Background: an optimization exercise with open tools, aiming at small area. Do not read the settings as production practice.
In this exercise RTL edits were held to simulation tests only and were not proved equivalent to the original.

[flow/constraint.sdc]
create_clock -name core_clock -period 10.0 [get_ports {cclk}]
set_input_delay 2.0000 -clock core_clock [delete_from_list [all_inputs] [get_ports {cclk}]]
set_output_delay 2.0000 -clock core_clock [all_outputs]
set_load 0.01 [all_outputs]
[flow/flow/run.sh]
#!/bin/bash
# Standard synthesis, then the combinational logic re-mapped by ABC with an
# area-oriented script (flip-flops kept as the standard synthesis made them,
# same instances and names), then the standard layout with 1x port buffers.
set -euo pipefail
R=$PWD/orfs/results/$FLOW_PLATFORM/tft_driver/base
LIB=$FLOW_HOME/platforms/sky130hd/lib/sky130_fd_sc_hd__tt_025C_1v80.lib
YOSYS=$(command -v yosys || echo /OpenROAD-flow-scripts/tools/install/yosys/bin/yosys)

bash standard.sh $R/1_2_yosys.v > synth.log 2>&1
cp $R/1_2_yosys.v $R/1_2_yosys_standard.v

cat > remap.ys <<EOF
read_liberty -ignore_miss_func $LIB
read_verilog $R/1_2_yosys_standard.v
hierarchy -top $FLOW_TOP
setattr -mod -set keep_hierarchy 1 sky130_fd_sc_hd__*df* sky130_fd_sc_hd__dl*
flatten
delete t:\$scopeinfo
# internal net names only: ports keep their own nets, with no pass-through copies
rename -hide w:* i:* o:* %u %d
opt_clean
stat -liberty $LIB
opt -fast
abc -liberty $LIB -dont_use sky130_fd_sc_hd__lpflow_* -dont_use sky130_fd_sc_hd__probe* -script $PWD/flow/remap.abc
opt_clean -purge
hilomap -singleton -hicell sky130_fd_sc_hd__conb_1 HI -locell sky130_fd_sc_hd__conb_1 LO
insbuf -buf sky130_fd_sc_hd__buf_1 A X
splitnets
opt_clean -purge
stat -liberty $LIB
hierarchy -top $FLOW_TOP
blackbox sky130_fd_sc_hd__*df* sky130_fd_sc_hd__dl*
write_verilog -noattr -noexpr -nohex -nodec $R/1_2_yosys.v
EOF
$YOSYS -l remap.log remap.ys > /dev/null 2>&1
touch $R/1_2_yosys.v

bash standard.sh BUFFER_PORTS_ARGS="-buffer_cell sky130_fd_sc_hd__buf_1" finish > layout.log 2>&1
[flow/config.mk]
export PLATFORM = sky130hd
export DESIGN_NAME = tft_driver
export DESIGN_NICKNAME = tft_driver
export VERILOG_FILES = /design/flow/design.v
export SDC_FILE = /design/flow/constraint.sdc
export NUM_CORES = 4
export LEC_CHECK = 0
export ABC_AREA = 1
export CAP_MARGIN = 0
export CORE_MARGIN = 2
export CORE_UTILIZATION = 60
export CTS_BUF_LIST = sky130_fd_sc_hd__clkbuf_8
export CTS_CLUSTER_DIAMETER = 60
export CTS_CLUSTER_SIZE = 16
export PLACE_DENSITY = 0.75
export SLEW_MARGIN = 0
[flow/standard.sh]
#!/bin/bash
# synth_recipe.tcl (not shown) runs the flow's synth.tcl, then flattens the netlist and writes it again
# the make line also repeats each setting of config.mk as NAME=value (left out here)
make -C /OpenROAD-flow-scripts/flow DESIGN_CONFIG=/design/flow/config.mk WORK_HOME=/design/flow/orfs CLKGATE_MAP_FILE= SYNTH_SCRIPT=/design/flow/synth_recipe.tcl "${@:-finish}"
[flow/flow/remap.abc]
strash; ifraig; scorr; dc2; balance -l; resub -K 6 -l; rewrite -l; resub -K 6 -N 2 -l; refactor -l; resub -K 8 -l; balance -l; resub -K 8 -N 2 -l; rewrite -l; resub -K 10 -l; rewrite -z -l; resub -K 10 -N 2 -l; balance -l; resub -K 12 -l; refactor -z -l; resub -K 12 -N 2 -l; rewrite -z -l; balance -l; dc2; balance -l; resub -K 6 -l; rewrite -l; resub -K 6 -N 2 -l; refactor -l; resub -K 8 -l; balance -l; resub -K 8 -N 2 -l; rewrite -l; resub -K 10 -l; rewrite -z -l; resub -K 10 -N 2 -l; balance -l; resub -K 12 -l; refactor -z -l; resub -K 12 -N 2 -l; rewrite -z -l; balance -l; dc2; balance -l; resub -K 6 -l; rewrite -l; resub -K 6 -N 2 -l; refactor -l; resub -K 8 -l; balance -l; resub -K 8 -N 2 -l; rewrite -l; resub -K 10 -l; rewrite -z -l; resub -K 10 -N 2 -l; balance -l; resub -K 12 -l; refactor -z -l; resub -K 12 -N 2 -l; rewrite -z -l; balance -l; strash; &get -n; &dch -f; &nf -R 1000 -C 32; &put
[flow/design.v]
`timescale 1ns / 1ps
`default_nettype none
module pwm_module(cclk, rstb, duty_cycle, tick, pwm_out);
	input  wire cclk, rstb;
	input  wire [7:0] duty_cycle;
	input  wire tick;
	output wire pwm_out;
	reg [7:0] cycle_count;
	assign pwm_out = (cycle_count < duty_cycle);
	always @(posedge cclk) begin
		if (~rstb)
			cycle_count <= 8'd0;
		else if (tick)
			cycle_count <= cycle_count + 8'd1;
	end
endmodule
`default_nettype wire
`timescale 1ns / 1ps
`default_nettype none
module CharDraw(input wire [5:0] e, input wire [2:0] row, input wire [1:0] col, output wire on);
	localparam [2047:0] ROM = 2048'h00000000000000000000000000000000000000000000000000000000000000000000000000000000000000000000000000000000000000000000000000000000000000000000000000000000000000000000000000000000000000000000000000000000000000000000003ff5aeffaa0000002b767896bc0000002b75adfffe00000000000000000000003fc1eced9600000000129202000000002a25e7fdfe00000000000000000000003fe0ebe5320000001bf71d4b660000003be0eff9fe00000000000000000000003ce7e7ad1600000000101022000000003b93eff9fe00000000000000000000003fe7ffafea0000003f741f82fe0000003fe7ffbbfe;
	assign on = ROM[{row, col, e}];
endmodule
`default_nettype wire
`timescale 1ns / 1ps
`default_nettype none
`default_nettype wire
`timescale 1ns / 1ps
`default_nettype none
module CharReceiver(cclk, rstb, inputCharBit, k, r2, code);
	input  wire cclk;
	input  wire rstb;
	input  wire inputCharBit;
	input  wire [3:0] k;       
	input  wire r2;            
	output wire [5:0] code;    
	reg [5:0]  counter;    
	reg [5:0]  currChar;   
	reg [13:0] clkCounter;
	localparam [13:0] CNT1 = 14'd1, CNT25 = 14'd3854, CNTLAST = 14'd2538;
	reg [77:0] ring1;      
	reg [77:0] ring2;
	reg [3:0]  q;
	reg        fill;       
	reg        z0;         
	wire step     = (clkCounter != CNT1) && counter >= 6'd8 && counter < 6'd34 && inputCharBit;
	wire complete = step && counter == 6'd33;
	wire shifting = counter >= 6'd9 && counter <= 6'd33;    
	localparam [77:0] INITV = 78'b000001000010000011000100011011011111100000100001100010100011100100100101000000;
	wire [5:0] init = INITV[6*q +: 6];
	wire at0 = (q == 4'd0);
	wire w1  = at0 && ((counter == 6'd8 && step) || (counter >= 6'd9 && counter <= 6'd20));
	wire w2  = at0 && ((counter == 6'd21 && step) || (counter >= 6'd22 && counter <= 6'd33));
	wire [5:0] in1 = fill ? init : w1 ? ring2[5:0] : ring1[5:0];
	wire [5:0] in2 = fill ? init : w2 ? currChar   : ring2[5:0];
	always @(posedge cclk) begin
		ring1 <= {in1, ring1[77:6]};
		ring2 <= {in2, ring2[77:6]};
	end
	wire       adj  = shifting && ({1'b0, r2 ? k + 5'd13 : {1'b0, k}} + 6'd9 <= counter);
	wire [3:0] idx  = k + adj;                  
	wire       row2 = r2 || (idx == 4'd13 && counter <= 6'd20);
	wire [3:0] c    = (idx == 4'd13) ? 4'd0 : idx;
	wire [4:0] sum  = c + q;
	wire [3:0] pos  = (sum >= 5'd13) ? sum - 5'd13 : sum[3:0];
	reg  [5:0] rd1, rd2;
	integer i;
	always @* begin
		rd1 = 6'd0; rd2 = 6'd0;
		for (i = 0; i < 13; i = i + 1) begin
			rd1 = rd1 | ({6{pos == i}} & ring1[6*i +: 6]);
			rd2 = rd2 | ({6{pos == i}} & ring2[6*i +: 6]);
		end
	end
	assign code = (z0 && !r2 && k == 4'd0) ? 6'd0 : row2 ? rd2 : rd1;
	always @(posedge cclk) begin
		if (~rstb) begin
			counter <= 6'd9;
			currChar <= 6'd27;
			clkCounter <= 14'd0;
			q <= 4'd0;
			fill <= 1'b1;
			z0 <= 1'b1;
		end
		else begin
			if (clkCounter == CNT1) begin
				if (inputCharBit == 1'b0 && counter == 6'd34)
					counter <= 6'd0;
				else if (counter < 6'd8) begin
					if (counter == 6'd6) begin
						if (inputCharBit) currChar <= 6'd0;
					end
					else if (counter != 6'd7)
						currChar[counter[2:0]] <= inputCharBit;
					counter <= counter + 6'd1;
				end
			end
			else if (step)
				counter <= counter + 6'd1;
			if (clkCounter == CNTLAST)
				clkCounter <= 14'd0;
			else
				clkCounter <= {clkCounter[12:0], ~^{clkCounter[13], clkCounter[12], clkCounter[11], clkCounter[1]}};
			if (!complete)
				q <= at0 ? 4'd12 : q - 4'd1;
			if (clkCounter == CNT25)
				fill <= 1'b0;
			if (counter == 6'd8 && step)
				z0 <= 1'b0;
		end
	end
endmodule
`default_nettype wire
`timescale 1ns / 1ps
`default_nettype none
module ScreenMux(cclk, rstb, inputCharBit, x, y, bg_red, bg_green, bg_blue, tft_red, tft_green, tft_blue);
	input  wire cclk, rstb, inputCharBit;
	input  wire [9:0] x;
	input  wire [8:0] y;
	input  wire [7:0] bg_red, bg_green, bg_blue;
	output wire [7:0] tft_red, tft_green, tft_blue;
	wire lmode = (y >= 9'd184);        
	reg [3:0] k;
	reg [1:0] sc;
	reg [3:0] sub;
	wire idle    = (sc == 2'd3) && (sub == 4'd5);
	wire colend  = (sc == 2'd3) ? (sub == 4'd4) : (sub == (lmode ? 4'd7 : 4'd9));
	wire last    = lmode ? (k == 4'd4 || k == 4'd7 || k == 4'd11 || k == 4'd12) : (k == 4'd12);
	wire load    = lmode ? (x == 10'd6 || x == 10'd195 || x == 10'd341) : (x == 10'd4);
	wire [3:0] k0 = x[8] ? 4'd8 : x[7] ? 4'd5 : 4'd0;
	always @(posedge cclk) begin
		if (~rstb) begin
			k <= 4'd12; sc <= 2'd3; sub <= 4'd5;
		end
		else if (load) begin
			k <= (lmode ? k0 : 4'd0); sc <= 2'd0; sub <= 4'd0;
		end
		else if (!idle) begin
			if (!colend)
				sub <= sub + 4'd1;
			else if (sc != 2'd3) begin
				sub <= 4'd0; sc <= sc + 2'd1;
			end
			else if (last)
				sub <= 4'd5;
			else begin
				sub <= 4'd0; sc <= 2'd0; k <= k + 4'd1;
			end
		end
	end
	wire r1 = (y >= 9'd5)  && (y < 9'd55);
	wire r2 = (y >= 9'd60) && (y < 9'd110);
	reg [2:0] csr;
	integer i;
	always @* begin
		csr = 3'd0;
		for (i = 0; i < 5; i = i + 1)
			if ((y >= 5 + 10*i && y < 15 + 10*i) || (y >= 60 + 10*i && y < 70 + 10*i))
				csr = i;
	end
	wire       lrow = (y >= 9'd184) && (y < 9'd224);
	wire [2:0] lsr  = y[5:3] - 3'd7;    
	wire [5:0] lcode = (k == 4'd0 || k == 4'd8) ? 6'd19 :    
	                   (k == 4'd1 || k == 4'd7) ? 6'd16 :    
	                   (k == 4'd2 || k == 4'd6) ? 6'd1  :    
	                   (k == 4'd3)              ? 6'd3  :    
	                   (k == 4'd4 || k == 4'd9) ? 6'd5  :    
	                   (k == 4'd5)              ? 6'd20 :    
	                   (k == 4'd10)             ? 6'd14 :    
	                                              6'd4;      
	wire [5:0] code;
	CharReceiver receiver(.cclk(cclk), .rstb(rstb), .inputCharBit(inputCharBit), .k(k), .r2(r2), .code(code));
	wire [5:0] e    = lmode ? lcode : code;
	wire [2:0] sr   = lmode ? lsr : csr;
	wire glyph_on;
	CharDraw rom(.e(e), .row(sr), .col(sc), .on(glyph_on));
	wire obj_on = (lmode ? lrow : (r1 | r2)) && glyph_on;    
	wire mrow     = (y >= 9'd120) && (y < 9'd130);
	wire morse_on = mrow && ((x >= 10'd255 && x < 10'd275) || (x >= 10'd280 && x < 10'd300));
	reg pix;
	always @(posedge cclk) begin
		if (~rstb) pix <= 1'b0;
		else       pix <= obj_on | morse_on;
	end
	wire in_box  = (((y >= 9'd5) && (y < 9'd115)) || lrow) && !idle ||
	               (mrow && (x >= 10'd180) && (x < 10'd305));
	wire in_line = (y == 9'd136) ||
	               ((x == 10'd160 || x == 10'd320) && y >= 9'd136 && y < 9'd272);
	wire fg      = in_box | in_line;
	wire fgval   = in_box ? pix : 1'b1;
	assign tft_red   = fg ? {8{fgval}} : bg_red;
	assign tft_green = fg ? {8{fgval}} : bg_green;
	assign tft_blue  = fg ? {8{fgval}} : bg_blue;
endmodule
`default_nettype wire
`timescale 1ns / 1ps
`default_nettype none
module tft_driver(
	input wire cclk, rstb,
	input wire inputCharBit,
	input wire [7:0] switch,
	output wire tft_backlight, tft_data_ena,
	output wire tft_display, tft_vdd,
	output wire [7:0] tft_red, tft_green, tft_blue,
	input wire [7:0] bg_red, bg_green, bg_blue,
	output reg [(10-1):0] x,
	output reg [(9-1):0] y,
	output wire new_frame
);
reg on;   
pwm_module PWM (.cclk(cclk), .rstb(rstb), .duty_cycle(switch), .tick(x[0]), .pwm_out(tft_backlight));
ScreenMux screenMux(.cclk(cclk), .rstb(rstb), .inputCharBit(inputCharBit), .x(x), .y(y),
                    .bg_red(bg_red), .bg_green(bg_green), .bg_blue(bg_blue),
                    .tft_red(tft_red), .tft_green(tft_green), .tft_blue(tft_blue));
assign tft_data_ena = (x > 480 || y > 272) ? 0 : 1;
assign new_frame = (x == 0 && y == 0) ? 1 : 0;
assign tft_vdd = on;
assign tft_display = on;
always @(posedge cclk) begin
  if(~rstb) begin
    x <= 0;
    y <= 0;
    on <= 0;
  end
  else begin
    on <= 1;
    if (x == (480 + 45)) begin
      x <= 0;
      if (y == (272 + 16))
        y <= 0;
      else
        y <= y + 1;
    end
    else
      x <= x + 1;
  end
end
endmodule
`default_nettype wire
==> impl_results.md, run 1 <==
* Wire per inst at 18.10 um
* Area grow syn2layout at 11.60%
* Synthesized area at 9094 um^2
* Root buffer selected by CTS: clkbuf_8
* Starting Density at 62.10%
* CTS tree: yes
* R2r setup slk at 790 ps
* Worst skew pair latency at 530 ps
* Dpl hpwl at 17040 um
* Layout cells sized above 1 at 4.131%
* Post-Syn Nets at 1072
* # hold bufs at CTS at 0
* I/O pin count at 83
* Worst Path Arrival at 9670 ps
* Startpoint Class: flip-flop
* Antenna diodes at 0
* Final WS setup at 786.6 ps
* Layout fillers at 1260
* Post-Synthesis Cells at 1037
* CTS sink cnt at 227
* Synthesis Warnings at 4
* Critical Path End Type: flip-flop
* Drc violations at 0
* Worst-case reg-to-reg path depth at 41
* CP most frequent cell: nor2_1
* Die area at 16160 um^2
* Die height at 127.1 um
* DP Worst Slack at 1068 ps
* Total number of vias at 8370
* Setup CP Type: reg2reg
* Vias in the first global route at 7624
* Core area at 14640 um^2
* Post-CTS Setup Inserts at 0
* First-pass GRT wire length at 39060 um
* Max clock buf depth at 3
* Largest net degree at the start of global routing at 44
* Syn avg cell area at 8.769 um^2
* Outcome: finished clean
* Tmin final at 9213 ps
* Max Clk Rate at 0.1085 GHz
* First-pass DRT Iterations at 6
* Nets at 1194
* Worst EP required at 10460 ps
* Slew Limit Fails at 0
* Tcrit/Tclk final at 92.13%
* Worst Skew at 20.11 ps
* Die X at 127.1 um
* DRT Wirelength at 24360 um
* Setup TNS Final at 0 ps
* Hold Path Class: reg2reg
* Max-cap viol count at 0
* Htree depth at 1
* Port Buffers at 82
* GP Congestion at 0.9623
* CP max stage delay at 900 ps
* CP max FO at 12
* Initial antenna violation count at 0
* Post-CTS resize count at 0
* Worst hold path depth at 0
* Finish-stage setup viols at 0
* Post-route ant nets at 0
* Slew headroom at 22.46%
* Vias/cell at 6.218
* Clock buffer count from CTS at 19
* Iter 0 DRT Violations at 883
* GRT Total Usage at 29.40%
* Unrepaired setup endpoints after global routing: false
* Grt total ovfl at 0
* Critical Path Slowest Stage Cell: nor2_1
* # rows at 44
* Clock slew at reported path FFs at 90 ps
* Least-Margin Pin Slew at 1159 ps
* Final Hold Fails at 0
## registers in the layout, indices dropped and copies added, names as in the netlist, 2 cells and up
name                           count
PWM.cycle_count                    8
screenMux.k                        4
screenMux.receiver.clkCounter     14
screenMux.receiver.counter         6
screenMux.receiver.currChar        6
screenMux.receiver.q               4
screenMux.receiver.ring1          78
screenMux.receiver.ring2          78
screenMux.sc                       2
screenMux.sub                      4
x                                 10
y                                  9
## layout make-up
cell class / count / area [um^2] / area share [%]
clock buffer: 19 / 261.5 / 2.577
clock inverter: 5 / 92.59 / 0.9123
timing repair buffer: 102 / 459.2 / 4.525
inverter: 24 / 90.09 / 0.8877
sequential: 227 / 4544 / 44.78
tap: 184 / 230.2 / 2.269
multi-input combinational: 785 / 4471 / 44.05
## per-stage QoR
step	instance area (um^2)	hold slack, ps	cells	utilization [%]
final	10150	346.1	1346	69.30
after global routing	10150	349.1	1346	69.30
after floorplan	9094	329.8	1037	-
after detailed placement	9786	338.0	1322	66.82
after CTS	10140	352.3	1346	69.24
after global placement	9786	333.7	1322	66.82
## final timing paths
| path | startpoint | to |
|---|---|---|
| worst max-delay path | y[8] | screenMux.pix |
| worst min-delay path | screenMux.receiver.ring2[30] | screenMux.receiver.ring2[24] |
| worst max register to register | y[8] | screenMux.pix |
| worst min register to register | screenMux.receiver.ring2[30] | screenMux.receiver.ring2[24] |
## critical path, delay by kind of cell (launching register included)
family	cells	cell delay (ps)
simple gates	21	4860
compound gates	14	2350
flops	1	510
buf+inv	2	350
fa+ha+maj	1	370
xor+xnor	3	710
## placed cells by master, fill, tap and decap left out, types with 12 or more instances in the layout
cell      instances
dfxtp_1         227
nor2_1          155
nand2_1         118
buf_1            81
o21ai_0          64
a21oi_1          61
nor3_1           35
nand3_1          30
a222oi_1         26
clkinv_1         24
and2_0           23
buf_4            20
clkbuf_8         19
a31oi_1          18
nand2b_1         17
xnor2_1          17
nand4_1          15
and3_1           15
a22oi_1          15
nor2b_1          14
mux2i_1          14
a211oi_1         12
## routing by layer
layer | vias up | wire length (um) | track usage (%)
met5 | - | 0 | 0
met4 | 0 | 584 | 7.240
met3 | 48 | 2019 | 4.732
met2 | 378 | 10580 | 45.16
met1 | 3878 | 11170 | 43.58
li1 | 4066 | - | -
==> run 2, diff against run 1 <==
--- a/flow/config.mk
+++ b/flow/config.mk
@@ -8,5 +8,5 @@
 export ABC_AREA = 1
-export CAP_MARGIN = 0
+export CAP_MARGIN = 20
 export CORE_MARGIN = 2
-export CORE_UTILIZATION = 60
+export CORE_UTILIZATION = 50
 export CTS_BUF_LIST = sky130_fd_sc_hd__clkbuf_8
@@ -14,3 +14,3 @@
 export CTS_CLUSTER_SIZE = 16
-export PLACE_DENSITY = 0.75
-export SLEW_MARGIN = 0
+export PLACE_DENSITY = 0.65
+export SLEW_MARGIN = 20
==> run 2 against run 1 <==
Effect of this change: largest cell class unchanged; critical endpoint unchanged; still clean; critical path type unchanged; clock skew rose by 7.9 ps.
==> impl_results.md, run 2 <==
* Outcome: finished clean
* Starting Density at 50.80% (-11 points)
* Post-Synthesis Cells at 1037 (unchanged)
* Largest net degree at the start of global routing at 44 (unchanged)
* DRT Wirelength at 24080 um (-1.1%)
* Worst EP required at 10460 ps (about the same)
* Top Registers: screenMux.receiver.ring1 (78), screenMux.receiver.ring2 (78), screenMux.receiver.clkCounter (14)
* CTS tree: yes
* Setup TNS Final at 0 ps (unchanged)
* Die height at 138.9 um (+9.2%)
* Clock buffer count from CTS at 19 (unchanged)
* Worst Skew at 28.02 ps (+7.913 ps)
* Vias in the first global route at 7642 (+0.24%)
* Critical Path Slowest Stage Cell: nor4_1
* Commonest cells after routing, fill and taps aside: 227 x dfxtp_1, 155 x nor2_1, 118 x nand2_1
* Initial antenna violation count at 0 (unchanged)
* First-pass DRT Iterations at 6 (unchanged)
* Dpl hpwl at 17260 um (+1.3%)
* Die area at 19280 um^2 (+19%)
* Critical Path End Type: flip-flop
* CP most frequent cell: nor2_1
* Total number of vias at 8304 (-0.79%)
* Levels on crit path at 40 (-2.4%)
* Non-Filler Instances at 1395 (+3.6%)
* Area grow syn2layout at 12.05%
* Final WS setup at 948.2 ps (+161.6 ps)
* Setup CP Type: reg2reg
* Die X at 138.9 um (+9.2%)
* Synthesized area at 9094 um^2 (unchanged)
* First-pass GRT wire length at 39470 um (+1.0%)
* Finish-stage setup viols at 0 (unchanged)
* Max Clk Rate at 0.1105 GHz (+1.8%)
* I/O pin count at 83 (unchanged)
* Iter 0 DRT Violations at 751 (-15%)
* Slew headroom at 45.33% (+23 points)
* Layout fillers at 1694 (+34%)
* # rows at 49 (+11%)
* Worst-case reg-to-reg path depth at 40 (-2.4%)
* Drc violations at 0 (unchanged)
* Port Buffers at 82 (unchanged)
* CP max stage delay at 480 ps (-420 ps)
* Vias/cell at 5.953 (-4.3%)
* Layout cells sized above 1 at 4.374% (+0.24 points)
* Antenna diodes at 0 (unchanged)
* Post-route ant nets at 0 (unchanged)
* Worst Path Arrival at 9510 ps (-160 ps)
* DP Worst Slack at 801.7 ps (-266.5 ps)
* Core area at 17900 um^2 (+22%)
* Startpoint Class: flip-flop
* Area of the multi-input gates at 4476 um^2 (+0.11%)
* Least-Margin Pin Slew at 816.3 ps (-342.5 ps)
* Dpl cells at 1370 (+3.6%)
* GP Congestion at 0.9326 (-3.1%)
* CP max FO at 17 (+5)
* Max clock buf depth at 3 (unchanged)
* # hold bufs at CTS at 0 (unchanged)
* Storage cell area at 4544 um^2 (unchanged)
* Grt total ovfl at 0 (unchanged)
* Cell area after layout at 10190 um^2 (+0.41%)
* Clock slew at reported path FFs at 90 ps (about the same)
* Wire per inst at 17.26 um (-4.6%)
* Unrepaired setup endpoints after global routing: false
* Worst skew pair latency at 530 ps (about the same)
* Slew Limit Fails at 0 (unchanged)
* Tmin final at 9052 ps (-161.6 ps)
* Worst hold path depth at 0 (unchanged)
* Final Hold Fails at 0 (unchanged)
* GRT Total Usage at 24.46% (-4.9 points)
* CP top delay family: simple AND/OR/NAND/NOR gates
* Tcrit/Tclk final at 90.52% (-1.6 points)
* Placed instance area at 9867 um^2 (+0.83%)
* Syn avg cell area at 8.769 um^2 (unchanged)
* Hold Path Class: reg2reg
* Nets at 1197 (+0.25%)
* Post-CTS Setup Inserts at 0 (unchanged)
* Post-Syn Nets at 1072 (unchanged)
* Htree depth at 1 (unchanged)
* Synthesis Warnings at 4 (unchanged)
* Root buffer selected by CTS: clkbuf_8
* CTS sink cnt at 227 (unchanged)
* WP buf/inv at 2 (unchanged)
* Commonest non-fill, non-tap cell in the layout: dfxtp_1
* Post-CTS resize count at 0 (unchanged)
* Max-cap viol count at 0 (unchanged)
[run 2: cell count changes in the layout (fill, tap and decap cells not counted), sizes merged]
cell	delta
clkinv	+1
bufinv	-2
clkinvlp	+1
inv	+1
buf	+3
[run 2: final cells by class]
cell class                      count  share of cell area [%]
Tap cell                          229                   2.812
Timing Repair Buffer              105                   4.727
Sequential cell                   227                   44.60
Clock buffer                       19                   2.566
Multi-Input combinational cell    785                   43.92
Inverter                           24                  0.8841
Clock inverter                      6                  0.4912
[run 2: metrics by stage]
| step | utilization, % | hold WS, ps |
|---|---|---|
| floorplan | - | 329.8 |
| global placement | 55.10 | 332.5 |
| detailed placement | 55.12 | 336.5 |
| CTS | 56.86 | 354.0 |
| global route | 56.92 | 347.7 |
| finish | 56.92 | 351.0 |
[run 2: worst reg2reg max path, delay by kind of cell (launching register included)]
kind / cells / cell delay, ps
XOR/XNOR: 3 / 890
adder cells (fa/ha/maj): 1 / 360
AO/OA/AOI/OAI: 16 / 3370
AND/OR/NAND/NOR: 18 / 3390
buffers and inverters: 2 / 550
flip-flops: 1 / 460
[run 2: path summary, 6_finish.rpt]
check / from / end / slack, ps
worst max-delay path: y[4] / screenMux.pix / 950
worst min-delay path: screenMux.receiver.ring2[62] / screenMux.receiver.ring2[56] / 350
worst max register to register: y[4] / screenMux.pix / 950
worst min register to register: screenMux.receiver.ring2[62] / screenMux.receiver.ring2[56] / 350
[run 2: metal layers]
| metal | global-route usage, % | part of all wire [%] |
|---|---|---|
| met1 | 37.14 | 48 |
| met2 | 36.79 | 42 |
| met3 | 3.557 | 7.6 |
| met4 | 5.901 | 1.8 |
| met5 | 0 | 0 |
==> run 3, diff against run 2 <==
--- a/flow/design.v
+++ b/flow/design.v
@@ -52,3 +52,3 @@
 	wire w1  = at0 && ((counter == 6'd8 && step) || (counter >= 6'd9 && counter <= 6'd20));
-	wire w2  = at0 && ((counter == 6'd21 && step) || (counter >= 6'd22 && counter <= 6'd33));
+	wire w2  = at0 && !z0 && ((counter == 6'd21 && step) || (counter >= 6'd22 && counter <= 6'd33));
 	wire [5:0] in1 = fill ? init : w1 ? ring2[5:0] : ring1[5:0];
@@ -78,3 +78,2 @@
 			counter <= 6'd9;
-			currChar <= 6'd27;
 			clkCounter <= 14'd0;
@@ -131,6 +130,3 @@
 	always @(posedge cclk) begin
-		if (~rstb) begin
-			k <= 4'd12; sc <= 2'd3; sub <= 4'd5;
-		end
-		else if (load) begin
+		if (load) begin
 			k <= (lmode ? k0 : 4'd0); sc <= 2'd0; sub <= 4'd0;
@@ -180,6 +176,4 @@
 	reg pix;
-	always @(posedge cclk) begin
-		if (~rstb) pix <= 1'b0;
-		else       pix <= obj_on | morse_on;
-	end
+	always @(posedge cclk)
+		pix <= obj_on | morse_on;
 	wire in_box  = (((y >= 9'd5) && (y < 9'd115)) || lrow) && !idle ||
--- a/flow/flow/run.sh
+++ b/flow/flow/run.sh
@@ -16,7 +16,5 @@
 hierarchy -top $FLOW_TOP
-setattr -mod -set keep_hierarchy 1 sky130_fd_sc_hd__*df* sky130_fd_sc_hd__dl*
+setattr -mod -set keep_hierarchy 1 sky130_fd_sc_hd__dfxtp_*
 flatten
 delete t:\$scopeinfo
-# internal net names only: ports keep their own nets, with no pass-through copies
-rename -hide w:* i:* o:* %u %d
 opt_clean
@@ -27,3 +25,3 @@
 hilomap -singleton -hicell sky130_fd_sc_hd__conb_1 HI -locell sky130_fd_sc_hd__conb_1 LO
-insbuf -buf sky130_fd_sc_hd__buf_1 A X
+insbuf -buf sky130_fd_sc_hd__buf_4 A X
 splitnets
@@ -32,3 +30,3 @@
 hierarchy -top $FLOW_TOP
-blackbox sky130_fd_sc_hd__*df* sky130_fd_sc_hd__dl*
+blackbox sky130_fd_sc_hd__dfxtp_*
 write_verilog -noattr -noexpr -nohex -nodec $R/1_2_yosys.v
--- a/flow/config.mk
+++ b/flow/config.mk
@@ -10,7 +10,7 @@
 export CORE_MARGIN = 2
-export CORE_UTILIZATION = 50
+export CORE_UTILIZATION = 60
 export CTS_BUF_LIST = sky130_fd_sc_hd__clkbuf_8
-export CTS_CLUSTER_DIAMETER = 60
-export CTS_CLUSTER_SIZE = 16
-export PLACE_DENSITY = 0.65
+export CTS_CLUSTER_DIAMETER = 50
+export CTS_CLUSTER_SIZE = 20
+export PLACE_DENSITY = 0.75
 export SLEW_MARGIN = 20
==> run 3 against run 2 <==
Effect of this change: the flow now stops in 1_synth.
==> impl_results.md, run 3 <==
* Outcome: aborted with a tool error
* Failed at: 1_synth
* Tool Error: [ERROR ORD-2013] instance _1410_.A_reg LEF master $_DFF_P_ not found.
* Synthesis Warnings at 4 (unchanged)
==> run 4, diff against run 3 <==
--- a/flow/config.mk
+++ b/flow/config.mk
@@ -12,4 +12,4 @@
 export CTS_BUF_LIST = sky130_fd_sc_hd__clkbuf_8
-export CTS_CLUSTER_DIAMETER = 50
-export CTS_CLUSTER_SIZE = 20
+export CTS_CLUSTER_DIAMETER = 60
+export CTS_CLUSTER_SIZE = 16
 export PLACE_DENSITY = 0.75
==> run 4 against run 3 <==
Effect of this change: the flow again stops in 1_synth.
==> impl_results.md, run 4 <==
* Synthesis Warnings at 4 (unchanged)
* Tool Error: [ERROR ORD-2013] instance _1410_.A_reg LEF master $_DFF_P_ not found.
* Outcome: aborted with a tool error
* Failed at: 1_synth

-- separate check: timing with driven ports --
Ports are ideal in the flow. The routed layouts listed here were re-timed in OpenROAD. Step 1 assumes that a clkbuf_16 drives the clock port and a buf_2 every other input. Step 2 adds t to the input delays and takes it off the output delays; t is the mean of the earliest and latest rising clock arrival at the registers after step 1. Input paths then give back, and output paths get back, about the clock's delay inside the block. Slacks: no drivers / after step 1 / after step 2; pairs: no drivers / after step 1.
| run | t, ns | setup WS [ns] | worst setup path after step 2 | cell pins on the clock port's net |
|---|---|---|---|---|
| run 1 | 0.556 | 0.787 / 0.787 / 0.787 | register to register | 1 |
| run 2 | 0.557 | 0.948 / 0.948 / 0.948 | register to register | 1 |
After both steps setup and hold are still met in every run listed.
